Context: an optimization exercise on an open-source flow, tuned for small area, a short achievable clock period and few clock cycles per item. The choices shown serve that exercise and are no tape-out recipe.
No run shown here included a check of the RTL's function; only the layout flow was run.
No activity file was given, so power comes from the tool's default toggle rates.

<file path="flow/flow/run.sh">
#!/bin/bash
set -euo pipefail
export BUFFER_PORTS_ARGS="-buffer_cell sky130_fd_sc_hd__buf_1"
bash standard.sh > standard_flow.log 2>&1
</file>
<file path="flow/standard.sh">
#!/bin/bash
# synth_recipe.tcl (not shown) runs the flow's synth.tcl, then flattens the netlist and writes it again
# the make line also repeats each setting of config.mk as NAME=value (left out here)
make -C /OpenROAD-flow-scripts/flow DESIGN_CONFIG=/design/flow/config.mk WORK_HOME=/design/flow/orfs CLKGATE_MAP_FILE= SYNTH_SCRIPT=/design/flow/synth_recipe.tcl "${@:-finish}"
</file>
<file path="flow/config.mk">
export PLATFORM = sky130hd
export DESIGN_NAME = lpc_encoder
export DESIGN_NICKNAME = lpc_encoder
export VERILOG_FILES = /design/flow/design.v
export SDC_FILE = /design/flow/constraint.sdc
export NUM_CORES = 4
export LEC_CHECK = 0
export CAP_MARGIN = 20
export CORE_MARGIN = 2
export CORE_UTILIZATION = 60
export SETUP_SLACK_MARGIN = 3.1
export SLEW_MARGIN = 20
</file>
<file path="flow/constraint.sdc">
create_clock -name core_clock -period 5.0 [get_ports {ACLK}]
set_input_delay 1.0000 -clock core_clock [delete_from_list [all_inputs] [get_ports {ACLK}]]
set_output_delay 1.0000 -clock core_clock [all_outputs]
set_load 0.01 [all_outputs]
</file>
<file path="flow/design.v">
module lpc_encoder
(
	input wire ACLK,
	input wire ARESET_N,
	input wire[15:0] TDATA,
	input wire TVALID,
	input wire TLAST,
	input wire TUSER,
	output wire TREADY,
	output wire OUT_VALID,
	output wire OUT_LAST,
	output wire OUT_USER,
	output wire [79:0] OUT_DATA,
	input wire OUT_READY
);
	reg [63:0] data_reg;
	reg [7:0]  pv_reg;
	reg [7:0]  ph_reg;
	reg        user_reg, last_reg;
	reg [3:0]  slot_reg;           
	reg        valid_reg;
	reg        full_reg;           
	reg        ready_reg;          
	reg [15:0] sk_data;
	reg        sk_user, sk_last;
	wire       busy   = valid_reg & ~OUT_READY;            
	wire       take   = TVALID & ready_reg;
	wire       park   = take & busy;
	wire       full_nxt = park | (full_reg & ~OUT_READY);
	wire       wr     = (take & ~busy) | (full_reg & OUT_READY);
	wire [15:0] src   = full_reg ? sk_data : TDATA;
	wire       s_user = full_reg ? sk_user : TUSER;
	wire       s_last = full_reg ? sk_last : TLAST;
	wire       first  = full_reg | TUSER | slot_reg[0];
	wire       en0    = wr & first;
	wire       en1    = wr & ~first & slot_reg[1];
	wire       en2    = wr & ~first & slot_reg[2];
	wire       en3    = wr & ~first & slot_reg[3];
	wire [7:0] hi     = src[15:8];
	wire [7:0] lo     = src[7:0];
	wire [15:0] beat  = {lo, hi};
	wire [1:0] bpar   = {^lo, ^hi};
	wire [7:0] ph_new = (first ? 8'd0 : ph_reg) ^ hi ^ lo;
	wire       l_new  = (first ? 1'b0 : last_reg) | s_last;
	always @(posedge ACLK or negedge ARESET_N) begin
		if (~ARESET_N) begin
			slot_reg  <= 4'b0001;
			valid_reg <= 1'b0;
			full_reg  <= 1'b0;
			ready_reg <= 1'b0;
		end else begin
			if (wr)
				slot_reg <= {en2, en1, en0, en3};
			valid_reg <= en3 | busy;
			full_reg  <= full_nxt;
			ready_reg <= ~full_nxt;
		end
	end
	always @(posedge ACLK) begin
		if (~full_reg) begin
			sk_data <= TDATA;
			sk_user <= TUSER;
			sk_last <= TLAST;
		end
		data_reg[15:0]  <= data_reg[15:0]  ^ ({16{en0}} & (beat ^ data_reg[15:0]));
		data_reg[31:16] <= data_reg[31:16] ^ ({16{en1}} & (beat ^ data_reg[31:16]));
		data_reg[47:32] <= data_reg[47:32] ^ ({16{en2}} & (beat ^ data_reg[47:32]));
		data_reg[63:48] <= data_reg[63:48] ^ ({16{en3}} & (beat ^ data_reg[63:48]));
		pv_reg[1:0] <= pv_reg[1:0] ^ ({2{en0}} & (bpar ^ pv_reg[1:0]));
		pv_reg[3:2] <= pv_reg[3:2] ^ ({2{en1}} & (bpar ^ pv_reg[3:2]));
		pv_reg[5:4] <= pv_reg[5:4] ^ ({2{en2}} & (bpar ^ pv_reg[5:4]));
		pv_reg[7:6] <= pv_reg[7:6] ^ ({2{en3}} & (bpar ^ pv_reg[7:6]));
		user_reg <= user_reg ^ (en0 & (s_user ^ user_reg));
		ph_reg   <= ph_reg ^ ({8{wr}} & (ph_new ^ ph_reg));
		last_reg <= last_reg ^ (wr & (l_new ^ last_reg));
	end
	assign TREADY    = ready_reg;
	assign OUT_VALID = valid_reg;
	assign OUT_DATA  = {ph_reg, pv_reg, data_reg};
	assign OUT_USER  = user_reg;
	assign OUT_LAST  = last_reg;
endmodule
</file>
==> summary.txt, run 1 <==
status complete, no violations; std cell rows 29; Area Overhead vs Synth 23.17%; power density over the cells slightly above 400 mW/mm^2; Yosys reg bits roughly 110; vias per cell approximately 5.1; Fmax about 0.52 GHz; nets 355; CP Buf/Inv Count 1; CTS tree yes; clk root buf clkbuf_8; clock period minus worst slack between 1.5 and 2 ns; RSZ-0062 raised after global routing yes; crit path DAT 0.91 ns; clk buf depth 2; TritonCTS Buffers 9; Min-Delay Path Class flip-flop to flip-flop; sequential area share after synthesis 0.7702; share of cells above drive strength 1 0.2811; die area 0.007150 sq mm; most frequent cells in the layout 82 x edfxtp_1, 74 x buf_1, 27 x clkbuf_2; Syn Inst Count between 200 and 250; worst setup slack after layout around 3.1 ns; post-synth top area cell edfxtp_1; DR iter-0 viols 79; drt wl/cell ~18 um; Residual DRC 0; R2R setup slack approximately 3.2 ns; adder-cell area share of the yosys netlist 0; cells taking the most area after synthesis edfxtp_1 63%, dfxtp_1 9.3%, mux2i_4 4.6%, xnor2_1 4.0%, dfrtp_1 3.9%; Hold Path Stages 1; Crit path max-delay family flip-flops; Chip Width between 80 and 90 um; Overflow after GRT 0; Critical Setup Path Class flip-flop to primary output; io pins around 110; largest net degree at the start of global routing 18; Crit-path slowest cell edfxtp_1; CP startpoint kind flip-flop; CTS Sinks approximately 110; worst-path maximum fanout 2; Worst Path Required 4.00 ns; r2r worst-path depth 4; Clk Latency, worst-skew pair ~0.35 ns; Filler cells a little under 400; synthesized cell area between 0.003 and 0.004 sq mm; mux cell area share after synthesis 0.08548; pre-CTS setup slack around 2.5 ns; setup violators final 0; vias in the first global route approximately 2,100; ant diodes 0; Fin Setup TNS 0 ns; hold wc startpoint sk_user$_DFF_P_; Final GP Congestion between 0.7 and 0.8; CTS clock-pin slew for the worst setup and hold paths approximately 0.090 ns; via count about 2,100; final hold vios 0; Yosys warning count 1; Worst Max-Slew Pin Slew ~0.37 ns; DRT Pass-1 Iters 4; XOR/XNOR Fraction of Synth Area 0.08162; first-pass GRT wire length approximately 11 mm; Leak 1.783 nW; # hold bufs at CTS 0; clk_skew about 0.012 ns; detailed placer's ending HPWL 4.415 mm; Cell Chain, Critical Path clkbuf_2; Mapped Avg Cell Area between 15 and 20 sq um; share of the synthesized area in the top cell type 0.6324; max-cap viol count 0; relative slew slack 0.7517; htree depth 3; R2R Path Start full_reg$_DFF_PN0_; post-synthesis simple-gate area fraction 0.02217; initial antenna violation count 0; part of the cycle the worst path needs 0.3830; Die Ht between 80 and 90 um; library cells used by synthesis 24; post-synth net total approximately 220; post-synthesis compound-gate area fraction 0.01671; WL final about 7.3 mm; commonest non-fill, non-tap cell in the layout edfxtp_1; critical path's largest stage delay ~0.42 ns; Worst Hold Path EP sk_user$_DFF_P_; Final Util 0.7596; largest family of logic cells by synthesized area multiplexers; PortBufs between 100 and 150; Final ANT Viol Nets 0; Peak VDD IR ~0.00030 V; Total GRT Usage 0.2107; Initial Utilization 0.6167; Setup crit end kind primary output; Core Region 0.006314 sq mm; Slew Limit Fails 0
-- power breakdown --
part           internal, mW  switching [mW]  total [mW]
clock network         0.181           0.273       0.455
registers              1.09          0.0438        1.14
logic                 0.166           0.206       0.372
total                  1.44           0.523        1.96
-- layout make-up --
class	count	area (sq um)	area share
Sequential cell	107	3003	0.6261
Multi-Input combinational cell	81	870.8	0.1816
Timing Repair Buffer	122	608.1	0.1268
Clock buffer	10	127.6	0.02661
Tap cell	77	96.34	0.02009
Inverter	12	47.55	0.009914
Clock inverter	6	42.54	0.008870
-- kinds of logic after synthesis --
kind of cell,count (synthesis)
compound gates,9
buf+inv,16
simple gates,17
flops,107
xor+xnor,30
mux,22
-- cell usage after synthesis --
cell type and instances:
mux2_2 10, a21o_1 6, buf_6 2, mux2i_1 4, dfrtp_1 6, xnor3_1 4
a21oi_2 1, xor2_1 8, nor2_1 3, and3_1 3, nand2_1 9, buf_12 1
inv_2 1, nor3_4 1, dfxtp_1 18, buf_2 1, a21oi_1 1, a31oi_1 1
mux2i_4 8, and2_1 1, inv_1 11, dfstp_2 1, xnor2_1 18, edfxtp_1 82
-- per-stage QoR --
stage	hold slack, ns	cell area (sq um)	power [mW]	std cells
3_5_place_dp	0.4590	4375	1.463	379
3_3_place_gp	0.4518	4375	1.455	379
2_1_floorplan	0.4460	3934	1.359	201
6_report	0.4793	4796	1.964	415
4_1_cts	0.4803	4726	1.957	411
5_1_grt	0.5036	4796	2.041	415
-- worst max-delay path by stage --
stage	startpoint	to	slack, ns	cells after the start
finish	flip-flop	OUT_DATA[72]	3.09	1
global route	TVALID	flip-flop	3.05	5
CTS	flip-flop	OUT_DATA[74]	3.07	1
detailed placement	TUSER	flip-flop	2.52	3
global placement	TUSER	flip-flop	2.58	3
floorplan	TVALID	valid_reg$_DFF_PN0_	2.99	5
-- timing repair --
item | in CTS | in global routing
endpoints found under the hold margin | 0 | 0
buffers inserted | 13 | 4
resized for setup | 8 | 28
pin swaps | 6 | 2
cloned | 3 | 0
endpoints found under the setup margin | 104 | 95
-- metal layers --
layer,track usage,wire [um],vias up
met5,0,0,-
met4,0.07215,92,0
met3,0.05801,461,10
met2,0.3236,3484,81
met1,0.2974,3269,1040
li1,-,-,996
==> run 2: changes to the inputs <==
==> flow/flow/run.sh (replaced) <==
#!/bin/bash
set -euo pipefail
export BUFFER_PORTS_ARGS="-buffer_cell sky130_fd_sc_hd__buf_1"
export CTS_ARGS="-sink_clustering_enable -repair_clock_nets -dont_use_dummy_load -sink_clustering_size 60 -sink_clustering_max_diameter 300 -root_buf sky130_fd_sc_hd__clkbuf_16 -buf_list sky130_fd_sc_hd__clkbuf_16"
bash standard.sh > standard_flow.log 2>&1
==> run 2 against run 1 <==
Design area grew 1.4%. Critical path type unchanged. Fmax is 0.72% higher. Largest cell class unchanged. Critical path depth stayed put. Sequential power about the same.
==> summary.txt, run 2 <==
CP Buf/Inv Count 1 (unchanged); Min-Delay Path Class flip-flop to flip-flop; most frequent cells in the layout 97 x buf_1, 82 x edfxtp_1, 18 x xnor2_1, 18 x dfxtp_1; fin cells 412 (-0.72%); Yosys reg bits 107 (unchanged); Syn Inst Count 201 (unchanged); Mapped Avg Cell Area 19.37 sq um (unchanged); Clk Latency, worst-skew pair 0.34 ns (about the same); Fin Hold WS 0.4706 ns (-0.008758 ns); synthesized cell area 0.003894 sq mm (unchanged); placed instance count 379 (unchanged); Area Overhead vs Synth 24.90%; Initial Utilization 0.6167 (unchanged); die area 0.007150 sq mm (unchanged); DRT Pass-1 Iters 4 (unchanged); setup violators final 0 (unchanged); detailed placer's ending HPWL 4.415 mm (unchanged); part of the cycle the worst path needs 0.3803 (-0.002720); hold wc startpoint sk_user$_DFF_P_; Chip Width 84.56 um (unchanged); post-synth top area cell edfxtp_1; initial antenna violation count 0 (unchanged); Total GRT Usage 0.2161 (+0.005418); DR iter-0 viols 90 (+14%); power density over the cells 429.8 mW/mm^2 (+4.9%); Slew Limit Fails 0 (unchanged); Leak 1.761 nW (-1.2%); CTS clock-pin slew for the worst setup and hold paths 0.05 ns (-0.04 ns); clock period minus worst slack 1.901 ns (-0.01360 ns); nets 359 (+1.1%); commonest non-fill, non-tap cell in the layout buf_1; htree depth 3 (unchanged); Final ANT Viol Nets 0 (unchanged); final hold vios 0 (unchanged); clk_skew 0.01282 ns (+0.0003559 ns); Worst Max-Slew Pin Slew 0.3744 ns (+0.001969 ns); Overflow after GRT 0 (unchanged); share of the synthesized area in the top cell type 0.6324 (unchanged); relative slew slack 0.7504 (-0.001313); WL final 7.736 mm (+5.9%); PortBufs 105 (unchanged); cells taking the most area after synthesis edfxtp_1 63%, dfxtp_1 9.3%, mux2i_4 4.6%, xnor2_1 4.0%, dfrtp_1 3.9%; Critical Setup Path Class flip-flop to primary output; share of cells above drive strength 1 0.2090 (-0.07211); Post-synth EDFFs 82 (unchanged); library cells used by synthesis 24 (unchanged); worst-path maximum fanout 2 (unchanged); Filler cells 379 (-3.1%); Residual DRC 0 (unchanged); via count 2,159 (+1.5%); Fmax 0.5260 GHz (+0.72%); largest net degree at the start of global routing 26 (+8); critical path's largest stage delay 0.42 ns (about the same); max-cap viol count 0 (unchanged); R2R Path Start full_reg$_DFF_PN0_; Peak VDD IR 0.0002492 V (-18%); Setup crit end kind primary output; ys flop type edfxtp_1; Die Ht 84.56 um (unchanged); clk buf depth 2 (unchanged); area of the multi-input gates 930.9 sq um (+6.9%); vias in the first global route 2,135 (-0.23%); TritonCTS Buffers 9 (unchanged); clk root buf clkbuf_16; top post-synthesis cells by count 82 x edfxtp_1, 18 x dfxtp_1, 18 x xnor2_1; status complete, no violations; ant diodes 0 (unchanged); std cell rows 29 (unchanged); post-synth net total 223 (unchanged); Final Util 0.7703 (+0.01070); register area 0.003003 sq mm (unchanged); crit path DAT 0.90 ns (about the same); sequential area share after synthesis 0.7702 (unchanged); io pins 106 (unchanged); Crit-path slowest cell edfxtp_1; Yosys warning count 1 (unchanged); Final GP Congestion 0.7112 (unchanged); Cell Chain, Critical Path buf_1; CTS Sinks 107 (unchanged); CP startpoint kind flip-flop; Worst Path Required 4.00 ns (about the same); RSZ-0062 raised after global routing yes; drt wl/cell 18.78 um (+6.6%); vias per cell 5.240 (+2.2%); Crit path max-delay family flip-flops; first-pass GRT wire length 11.32 mm (+1.6%); Core Region 0.006314 sq mm (unchanged); CTS tree yes; most common cell in the netlist edfxtp_1; Fin Setup TNS 0 ns (unchanged); asr flop ratio synth 0.06542 (unchanged)
[run 2: worst register-to-register path, stage by stage (launching register included)]
cell and delay (ns):
dfrtp_4 0.52, buf_4 0.17, a21o_1 0.18, a21oi_4 0.19
inv_6 0.12, and3_2 0.28, a21o_1 0.17
[run 2: metrics by stage]
step | power, mW | worst slack (ns) | cell area [sq um]
6_report | 2.090 | 3.099 | 4863
5_1_grt | 2.164 | 3.084 | 4863
4_1_cts | 2.071 | 3.080 | 4760
3_5_place_dp | 1.463 | 2.519 | 4375
3_3_place_gp | 1.455 | 2.585 | 4375
2_1_floorplan | 1.359 | 2.992 | 3934
[run 2: path summary, 6_finish.rpt]
kind	endpoint	slack (ns)	depth (start not counted)
max in group asynchronous	slot_reg[0]$_DFFE_PN1N_	4.13	1
min reg2reg	sk_user$_DFF_P_	0.47	1
max reg2reg	slot_reg[3]$_DFFE_PN0N_	3.28	6
max	OUT_DATA[72]	3.10	1
min in group asynchronous	slot_reg[3]$_DFFE_PN0N_	0.56	1
min	sk_user$_DFF_P_	0.47	1
[run 2: metal layers]
metal,vias up,global-route usage,share of wire
met5,-,0,0
met4,0,0.08225,0.016
met3,13,0.05408,0.072
met2,94,0.3300,0.49
met1,1039,0.3066,0.43
li1,1013,-,-
[run 2: area by class of cell]
| class | instances | share of cell area |
|---|---|---|
| Sequential cell | 107 | 0.6174 |
| Clock buffer | 9 | 0.04631 |
| Inverter | 12 | 0.01029 |
| Timing Repair Buffer | 120 | 0.1147 |
| Tap cell | 77 | 0.01981 |
| Multi-Input combinational cell | 87 | 0.1914 |
[run 2: what timing repair did]
item,in CTS,in global routing
pin swaps,8,2
buffers inserted,8,7
cloned,8,1
hold buffers,0,0
endpoints found under the setup margin,93,78
resized for setup,4,13
[run 2: kinds of logic after synthesis]
family	Yosys count	synth area share
flip-flops	107	0.7702
XOR/XNOR	30	0.08162
multiplexers	22	0.08548
AND/OR/NAND/NOR	17	0.02217
buffers and inverters	16	0.02378
AO/OA/AOI/OAI	9	0.01671
[run 2: power breakdown]
group          internal [mW]  switching, mW
Combinational          0.157          0.211
Clock                  0.317          0.259
Sequential              1.10         0.0498
Total                   1.57          0.520
==> run 3: changes to the inputs <==
==> flow/design.v (replaced) <==
module lpc_encoder
(
	input wire ACLK,
	input wire ARESET_N,
	input wire[15:0] TDATA,
	input wire TVALID,
	input wire TLAST,
	input wire TUSER,
	output wire TREADY,
	output wire OUT_VALID,
	output wire OUT_LAST,
	output wire OUT_USER,
	output wire [79:0] OUT_DATA,
	input wire OUT_READY
);
	reg[7:0] src_reg[7:0], src_nxt[7:0];
	reg[7:0] pv_reg, pv_nxt;
	reg[7:0] ph_reg, ph_nxt;
	reg[2:0] cnt_reg, cnt_nxt;
	reg[79:0] encoded_reg, encoded_nxt;
	reg ready_reg, ready_nxt;
	reg out_valid_reg, out_valid_nxt;
	reg[4:0] last_reg, last_nxt;
	reg[4:0] user_reg, user_nxt;
	reg [3:0] idx;
	always@(posedge ACLK or negedge ARESET_N)begin
		if(~ARESET_N)begin
			for(idx=0; idx<8; idx=idx+1)begin
				src_reg[idx]<=0;
			end
			pv_reg<=0;
			ph_reg<=0;
			cnt_reg<=0;
			encoded_reg<=0;
			ready_reg<=1;
			out_valid_reg<=0;
			last_reg<=0;
			user_reg<=0;
		end
		else begin
			for(idx=0; idx<8; idx=idx+1)begin
				src_reg[idx]<=src_nxt[idx];
			end
			pv_reg<=pv_nxt;
			ph_reg<=ph_nxt;
			cnt_reg<=cnt_nxt;
			encoded_reg<=encoded_nxt;
			ready_reg<=ready_nxt;
			out_valid_reg<=out_valid_nxt;
			last_reg<=last_nxt;
			user_reg<=user_nxt;
		end
	end
	always@(*)begin
		for(idx=0; idx<8; idx=idx+1)begin
			src_nxt[idx]=src_reg[idx];
		end
		pv_nxt=pv_reg;
		ph_nxt=ph_reg;
		cnt_nxt=cnt_reg;
		encoded_nxt=encoded_reg;
		ready_nxt=ready_reg;
		out_valid_nxt=out_valid_reg;
		last_nxt=last_reg;
		user_nxt=user_reg;
		if(TVALID&TREADY)begin
			if(TUSER)begin
				src_nxt[0]=TDATA[15:8];
				src_nxt[1]=TDATA[7:0];
				pv_nxt[0]=^TDATA[15:8];
				pv_nxt[1]=^TDATA[7:0];
				for(idx=0; idx<8; idx=idx+1)begin
				ph_nxt[idx]=TDATA[idx]^TDATA[idx+8];
				end
				cnt_nxt=1;	
				encoded_nxt=0;
				ready_nxt=1;
				out_valid_nxt=0;
				last_nxt[0]=TLAST;
				user_nxt[0]=TUSER;
			end
			else begin
				src_nxt[2*cnt_reg]=TDATA[15:8];
				src_nxt[2*cnt_reg+1]=TDATA[7:0];
				pv_nxt[2*cnt_reg]=^TDATA[15:8];
				pv_nxt[2*cnt_reg+1]=^TDATA[7:0];	
				last_nxt[cnt_reg]=TLAST;
				user_nxt[cnt_reg]=TUSER;
				for(idx=0; idx<8; idx=idx+1)begin
					ph_nxt[idx]=ph_reg[idx]^TDATA[idx]^TDATA[idx+8];
				end
				if(cnt_reg==3)begin
					ready_nxt=0;
					out_valid_nxt=0;
				end
				cnt_nxt=cnt_reg+1;				
			end
		end
		if(cnt_reg==4)begin
			out_valid_nxt=1;
			ready_nxt=0;
			encoded_nxt={ph_reg,pv_reg,src_reg[7],src_reg[6],src_reg[5],src_reg[4],src_reg[3],src_reg[2],src_reg[1],src_reg[0]};
		end
		if(OUT_VALID&OUT_READY)begin
			cnt_nxt=0;	
			ready_nxt=1;
			for(idx=0; idx<8; idx=idx+1)begin
				src_nxt[idx]=0;
			end
			pv_nxt=0;
			ph_nxt=0;
			encoded_nxt=0;
			out_valid_nxt=0;
			last_nxt=0;
			user_nxt=0;
		end
	end
assign TREADY=ready_reg;
assign OUT_VALID=out_valid_reg;
assign OUT_DATA=encoded_reg;
assign OUT_LAST=|last_reg;
assign OUT_USER=|user_reg;
endmodule
==> flow/run.sh (new file) <==
#!/bin/bash
# synth_recipe.tcl (not shown) runs the flow's synth.tcl, then flattens the netlist and writes it again
# the make line also repeats each setting of config.mk as NAME=value (left out here)
make -C /OpenROAD-flow-scripts/flow DESIGN_CONFIG=/design/flow/config.mk WORK_HOME=/design/flow/orfs CLKGATE_MAP_FILE= SYNTH_SCRIPT=/design/flow/synth_recipe.tcl finish
--- a/flow/config.mk
+++ b/flow/config.mk
@@ -8,5 +8,4 @@
 export CAP_MARGIN = 20
 export CORE_MARGIN = 2
-export CORE_UTILIZATION = 60
-export SETUP_SLACK_MARGIN = 3.1
+export CORE_UTILIZATION = 40
 export SLEW_MARGIN = 20
removed: flow/flow/run.sh
removed: flow/standard.sh
==> run 3 against run 2 <==
Clock-buffer cell count grew 8. Cell count grew 120%. Still clean on timing, DRC and antenna. Sequential power grew 120%.
==> summary.txt, run 3 <==
Slew Limit Fails 0 (unchanged); status complete, no violations; top post-synthesis cells by count 174 x dfrtp_1, 80 x a22o_1, 56 x mux2_2; detailed placer's ending HPWL 12.01 mm (+170%); ant diodes 0 (unchanged); sequential share of power 0.409 (-0.139); ys flop type dfrtp_1; largest net degree at the start of global routing 97 (+270%); DR iter-0 viols 338 (+280%); Fin Setup TNS 0 ns (unchanged); Crit path max-delay family simple AND/OR/NAND/NOR gates; Comb pwr share 0.376 (+0.200); most used routing layer met2; Setup crit end kind flip-flop; Initial Utilization 0.4102 (-0.2066); drt wl/cell 19.53 um (+4.0%); Fin Hold WS 0.4839 ns (+0.01337 ns); area of the multi-input gates 0.002764 sq mm (+200%); post-synth top area cell dfrtp_1; clk root buf clkbuf_16; CP startpoint OUT_READY; Worst Max-Slew Pin Slew 0.9190 ns (+0.5445 ns); commonest non-fill, non-tap cell in the layout dfrtp_1; WL final 17.66 mm (+130%); final hold vios 0 (unchanged); vias per cell 5.381 (+2.7%); share of cells above drive strength 1 0.1541 (-0.05488); cells taking the most area after synthesis dfrtp_1 59%, a22o_1 9.4%, mux2_2 8.5%, mux2i_1 2.4%, ha_1 2.0%; max reg flops 80; register area 0.004380 sq mm (+46%); most frequent cells in the layout 174 x dfrtp_1, 104 x clkdlybuf4s50_1, 80 x a22o_1; Post-CTS Setup Bufs 0 (-8); Post-CTS Resized 0 (-4); post-synth net total 609 (+170%); Filler cells 1,573 (+320%); synthesized cell area 0.007418 sq mm (+91%); std cell rows 49 (+69%); Fmax 0.3287 GHz (-38%); crit path DAT 3.40 ns (+2.50 ns); Leak 4.069 nW (+130%); worst-path maximum fanout 42 (+40); sequential area share after synthesis 0.5905 (-0.1798); setup violators final 0 (unchanged); Peak VDD IR 0.0003225 V (+29%); Final Util 0.5069 (-0.2634); clock share of power 0.215 (-0.061); part of the cycle the worst path needs 0.6085 (+0.2282); Chip Width 140.2 um (+66%); Min-Delay Path Class flip-flop to flip-flop; DRT Pass-1 Iters 4 (unchanged); Net Sw Frac 0.3406 (+0.09187); Final ANT Viol Nets 0 (unchanged); Yosys warning count 3 (+2); clock period minus worst slack 3.042 ns (+1.141 ns); PortBufs 105 (unchanged); met2 usage 0.3080 (-0.02194); Final GP Congestion 0.8120 (+14%); clk_skew 0.008175 ns (-0.004648 ns); Core Region 0.01809 sq mm (+190%); Crit-path slowest cell and2_2; asr flop ratio synth 1.000 (+0.9346); initial antenna violation count 0 (unchanged); R2R Path Start cnt_reg[0]$_DFFE_PN0N_; Total GRT Usage 0.1896 (-0.02657); CTS clock-pin slew for the worst setup and hold paths 0.07 ns (+0.02 ns); critical path's largest stage delay 0.78 ns (+0.36 ns); Syn Inst Count 575 (+190%); relative slew slack 0.3859 (-0.3645); die area 0.01965 sq mm (+170%); Critical Setup Path Class input port to flip-flop; max-cap viol count 0 (unchanged); io pins 106 (unchanged); Clk Latency, worst-skew pair 0.42 ns (+0.08 ns); hold wc startpoint src_reg[6][6]$_DFFE_PN0P_; most common cell in the netlist dfrtp_1; power density over the cells 664.0 mW/mm^2 (+54%); vias in the first global route 5,150 (+140%); first-pass GRT wire length 28.86 mm (+150%); Psw 2.073 mW (+300%); RSZ-0062 raised after global routing no; Cell Chain, Critical Path clkdlybuf4s50_1 -> nand2_1 -> and2_2 -> buf_12 -> a22o_1; CP startpoint kind input port; Overflow after GRT 0 (unchanged); Residual DRC 0 (unchanged); CP Buf/Inv Count 2 (+1); htree depth 4 (+1); CTS tree yes; via count 4,864 (+130%); Mapped Avg Cell Area 12.90 sq um (-33%); Yosys reg bits 175 (+64%); clk buf depth 2 (unchanged); P_int 4.014 mW (+160%); met1 Usage GRT 0.2640 (-0.04261); Die Ht 140.2 um (+66%); Worst Path Required 5.36 ns (+1.36 ns); grt met3 use 0.03248 (-0.02160); CTS Sinks 175 (+64%); # hold bufs at CTS 0 (unchanged); TritonCTS Buffers 17 (+8); nets 697 (+94%); library cells used by synthesis 47 (+96%); Area Overhead vs Synth 23.58%; Post-synth EDFFs 0 (-100%); share of the synthesized area in the top cell type 0.5869 (-0.04545); Tot Pwr 6.087 mW (+190%)
run 3: cell count changes in the layout (fill, tap and decap cells not counted), sizes merged, moves of 27 or more:
cell	change
a22o	+80
dfrtp	+168
nor2	+27
mux2	+46
edfxtp	-82
buf	-106
clkdlybuf4s50	+104
run 3: cell families after synthesis:
| kind of cell | synth area share |
|---|---|
| AND/OR/NAND/NOR | 0.06763 |
| flip-flops | 0.5905 |
| multiplexers | 0.1093 |
| AO/OA/AOI/OAI | 0.1472 |
| buffers and inverters | 0.03913 |
| XOR/XNOR | 0.02597 |
| adder cells (fa/ha/maj) | 0.02024 |
run 3: cell type report:
cell class	count	share of cell area
clock inverter	14	0.01774
inverter	9	0.003685
multi-input combinational	350	0.3015
clock buffer	17	0.04640
tap	229	0.03125
sequential	175	0.4778
timing repair buffer	110	0.1216
run 3: power groups by stage:
stage | combinational (mW) | sequential, mW | clock (mW)
3_3_place_gp | 2.24 | 2.50 | 0
3_5_place_dp | 2.29 | 2.51 | 0
4_1_cts | 2.30 | 2.49 | 1.34
6_report | 2.29 | 2.49 | 1.31
5_1_grt | 2.51 | 2.57 | 1.39
2_1_floorplan | 1.31 | 2.49 | 0
run 3: path summary, 6_finish.rpt:
check                                               to  slack (ns)  depth (start not counted)
max                        encoded_reg[47]$_DFFE_PN0P_        1.96                          5
min                        encoded_reg[54]$_DFFE_PN0P_        0.48                          1
max reg2reg                  src_reg[0][1]$_DFFE_PN0P_        2.12                          6
min reg2reg                encoded_reg[54]$_DFFE_PN0P_        0.48                          1
max in group asynchronous  encoded_reg[61]$_DFFE_PN0P_        3.37                          2
min in group asynchronous  encoded_reg[67]$_DFFE_PN0P_        0.66                          1
run 3: metal layers:
| layer | vias to the layer above | share of wire |
|---|---|---|
| met5 | - | 0 |
| met4 | 0 | 0.011 |
| met3 | 16 | 0.031 |
| met2 | 88 | 0.48 |
| met1 | 2491 | 0.48 |
| li1 | 2269 | - |
run 3: per-stage QoR:
stage                     setup WS (ns)  std cells  cell area (sq um)
after floorplan                   2.813        575               7418
after global placement            1.581        873               8571
after detailed placement          1.518        873               8571
after CTS                         1.775        904               9159
after global routing              1.738        904               9168
final                             1.958        904               9168

## static timing again, ports no longer ideal
The results above use ideal ports. As a check the final layouts listed here were re-extracted and re-timed, cells and wires unchanged.
Step 1 assumes that a clkbuf_16 drives the clock port and a buf_2 every other input.
Step 2 adds t to the input delays and takes it off the output delays; t is the mean of the earliest and latest rising clock arrival at the registers after step 1. Input paths then give back, and output paths get back, about the clock's delay inside the block.
Slacks: ideal ports / drivers / drivers and shift; pairs: ideal ports / drivers.
| run | t (ns) | slack for setup (ns) | worst setup path at the end | cell pins on the clock port's net |
|---|---|---|---|---|
| run 1 | 0.373 | 3.085 / 3.055 / 2.752 | input to register | 1 |
| run 2 | 0.362 | 3.099 / 3.067 / 2.804 | input to register | 1 |
| run 3 | 0.460 | 1.958 / 1.975 / 1.516 | input to register | 1 |
After both steps every run listed still meets setup and hold. For run 3, which loses most, drivers alone change the setup slack by +0.017 ns; drivers and shift together by -0.442 ns.
